What follows belongs to an exercise in optimizing a design on an open flow for small area; a production flow would make more cautious choices. Only simulation tests tie the RTL to the original design; equivalence was not proved. No driver is modelled on the clock port, so clocking that relies on it looks cheaper here than on a real chip. No activity file was given, so power comes from the tool's default toggle rates.

// CloclSystem
module CloclSystem(
    input clk_50m,
    input cr,
    input en,
    input [1:0] clock_set_select,alarm_set_select,
    input alarm_and_ratio_en,
    input confirm,
    input day_set,
    output alarm,
    output is_pm,
    output [6:0] seg,
    output [7:0] pos,
    output [7:0] output_second
    );
    reg [4:0] da;
    reg [3:0] dj;
    reg dh;
    wire a_end = da[4] & da[3];                  
    wire j9 = dj[3] & dj[0];                     
    wire clk_1k_w  = dj[0];
    wire clk_1hz_w = dh;
    wire clk_2hz_w = dj[3] | (dj[2] & (dj[1] | dj[0]));    
    wire tick_1k  = a_end & ~dj[0];
    wire tick_1hz = a_end & j9 & ~dh;
    always @(posedge clk_50m or negedge cr)
        if (!cr) begin
            da <= 5'd0;
            dj <= 4'd0;
            dh <= 1'b0;
        end else begin
            da[0] <= ~(da[0] | a_end);
            da[1] <= da[1] ^ da[0];
            da[2] <= da[2] ^ (da[1] & da[0]);
            da[3] <= ~a_end & (da[3] ^ (da[2] & da[1] & da[0]));
            da[4] <= (da[4] & ~da[3]) | (da[3] & da[2] & da[1] & da[0]);
  ...
Size: about 370 cells after synthesis, roughly 49 flip-flops, ~35 I/O pins, roughly 2800 sq um of cells after synthesis.
clock: 10.0 ns
lec_check: 0
cap_margin: 20
core_margin: 2
core_utilization: 60
place_density: 0.75
slew_margin: 20
standard.sh (not shown) runs the stock make flow with config.mk's settings and CLKGATE_MAP_FILE= SYNTH_SCRIPT=/design/flow/synth_recipe.tcl, a recipe that flattens the netlist after the stock synthesis.
==> flow/flow/run.sh <==
#!/bin/bash
# Own layout flow: the standard ORFS flow, with
#  - synthesis through flow/synth.tcl: the standard synthesis, but no half/full-adder
#    extraction and an area-oriented ABC mapping. Nine ABC scripts (flow/abc_*.abc: eight deepsyn seeds and
#    one quick script) are tried, four at a time, each in a full synthesis run of its own, and the
#    smallest netlist is kept;
#  - port buffers of the smallest buffer cell;
#  - CTS without dummy loads, then clock buffers downsized (flow/post_cts.tcl)
#    while the flip-flop clock-pin slew stays under 108 ps (as estimated after placement).
set -euo pipefail
W=$(pwd)
export FLOW_WORK=$W
ARGS=(SYNTH_SCRIPT=$W/flow/synth.tcl
  "BUFFER_PORTS_ARGS=-buffer_cell sky130_fd_sc_hd__buf_1"
  "CTS_ARGS=-sink_clustering_enable -repair_clock_nets -dont_use_dummy_load"
  POST_CTS_TCL=$W/flow/post_cts.tcl)
R=results/$FLOW_PLATFORM/CloclSystem/base
REP=reports/$FLOW_PLATFORM/CloclSystem/base

# synthesis candidates, four at a time: the first in the standard flow's own work folder, the others beside it
CANDS=(fast)
run_cand() {
  local i=$1 c=${CANDS[$1]}
  if [[ $i == 0 ]]; then
    FLOW_ABC_SCRIPT=$W/flow/abc_$c.abc bash standard.sh "${ARGS[@]}" synth > $W/synth_$c.log 2>&1
  else
    sed "s#WORK_HOME=[^ ]*#WORK_HOME=$W/try_$c#" standard.sh > $W/try_$c.sh
    FLOW_ABC_SCRIPT=$W/flow/abc_$c.abc bash $W/try_$c.sh "${ARGS[@]}" synth > $W/synth_$c.log 2>&1
  fi
}
run_cand 0
wait

wait

area() { awk '/Chip area/ {print $NF}' "$1/$REP/synth_stat.txt"; }
best=$W/orfs
best_area=$(area $W/orfs)
echo "candidate ${CANDS[0]}: $best_area" > $W/synth_pick.log
for c in "${CANDS[@]:1}"; do
  a=$(area $W/try_$c 2>/dev/null || true)
  a=${a:-1e9}
  echo "candidate $c: $a" >> $W/synth_pick.log
  if awk -v a="$a" -v b="$best_area" 'BEGIN {exit !(a < b)}'; then best=$W/try_$c; best_area=$a; fi
done
echo "kept $best ($best_area)" >> $W/synth_pick.log
if [[ $best != $W/orfs ]]; then
  cp $best/$R/1_2_yosys.v $W/orfs/$R/1_2_yosys.v
  cp $best/$REP/synth_stat.txt $W/orfs/$REP/synth_stat.txt
  rm -f $W/orfs/$R/1_synth.odb $W/orfs/$R/1_synth.sdc
fi

bash standard.sh "${ARGS[@]}" finish > $W/flow_make.log 2>&1
Other scripts of this flow, unchanged in this note and not shown: flow/flow/abc_ds0.abc, flow/flow/abc_ds1.abc, flow/flow/abc_ds2.abc, flow/flow/abc_ds3.abc, flow/flow/abc_ds4.abc, flow/flow/abc_ds5.abc, flow/flow/abc_ds6.abc, flow/flow/abc_ds7.abc, flow/flow/abc_fast.abc, flow/flow/post_cts.tcl, flow/flow/synth.tcl
The first run went through all stages and came out clean.
==> next run, changes <==
--- a/flow/flow/run.sh
+++ b/flow/flow/run.sh
@@ -19,5 +19,5 @@
 
 # synthesis candidates, four at a time: the first in the standard flow's own work folder, the others beside it
-CANDS=(fast)
+CANDS=(ds0 ds2 ds4 ds6 ds1 ds3 ds5 ds7 fast)
 run_cand() {
   local i=$1 c=${CANDS[$1]}
@@ -29,7 +29,7 @@
   fi
 }
-run_cand 0
+for i in 0 1 2 3; do run_cand $i & done
 wait
-
+for i in 4 5 6 7 8; do run_cand $i & done
 wait
 
After rerunning: Maximum frequency is higher by about a fifth. Clock power is higher slightly. Total power is lower by a few percent. Final cell count is lower by a few percent. Core utilization is lower by 1.1 points. Final area is lower by a few percent. Via count is lower by a few percent. Hold slack stays flat. Worst setup slack improved by 1.3 ns. Sequential share of layout area is higher by 1.2 points.
==> next run, changes <==
--- a/flow/flow/run.sh
+++ b/flow/flow/run.sh
@@ -19,5 +19,5 @@
 
 # synthesis candidates, four at a time: the first in the standard flow's own work folder, the others beside it
-CANDS=(ds0 ds2 ds4 ds6 ds1 ds3 ds5 ds7 fast)
+CANDS=(fast)
 run_cand() {
   local i=$1 c=${CANDS[$1]}
@@ -29,7 +29,7 @@
   fi
 }
-for i in 0 1 2 3; do run_cand $i & done
+run_cand 0
 wait
-for i in 4 5 6 7 8; do run_cand $i & done
+
 wait
 
--- a/flow/config.mk
+++ b/flow/config.mk
@@ -8,5 +8,5 @@
 export CAP_MARGIN = 20
 export CORE_MARGIN = 2
-export CORE_UTILIZATION = 60
-export PLACE_DENSITY = 0.75
+export CORE_UTILIZATION = 75
+export PLACE_DENSITY = 0.85
 export SLEW_MARGIN = 20
=> The new run finished with timing, DRC and antenna clean. Worst hold slack loses 0.014 ns. Area after synthesis rises by 3.3%. Worst setup slack degrades by 1.4 ns. Power is higher by 4.5%. Routed wire length rises by 11%. Die area decreases by 16%. Final area grows by 2.8%. Cell count came out higher by 4.3%. Combinational power went up by 27%.

## port drivers added, routing unchanged
No port has a modelled driver above. Below, the same layouts with a new extraction and two added sets of constraints. Step 1, drivers: a clkbuf_16 drives clk_50m and a buf_2 each remaining input, both assumed. Step 2 adds t to the input delays and takes it off the output delays; t is the mean of the earliest and latest rising clock arrival at the registers after step 1. Input paths then give back, and output paths get back, about the clock's delay inside the block. Slacks: ideal ports / drivers / drivers and shift; pairs: ideal ports / drivers.
run	shift t [ns]	slack for setup (ns)	latest minus earliest clock arrival (ns)
the first run	0.393	1.615 / 1.592 / 1.592	0.060 / 0.060
the second run	0.394	2.903 / 2.879 / 2.879	0.056 / 0.056
the third run	0.565	1.465 / 1.427 / 1.427	0.087 / 0.088
After both steps setup and hold are still met in every run listed. For the third run, which loses most, drivers alone change the setup slack by -0.038 ns; drivers and shift together by -0.038 ns.
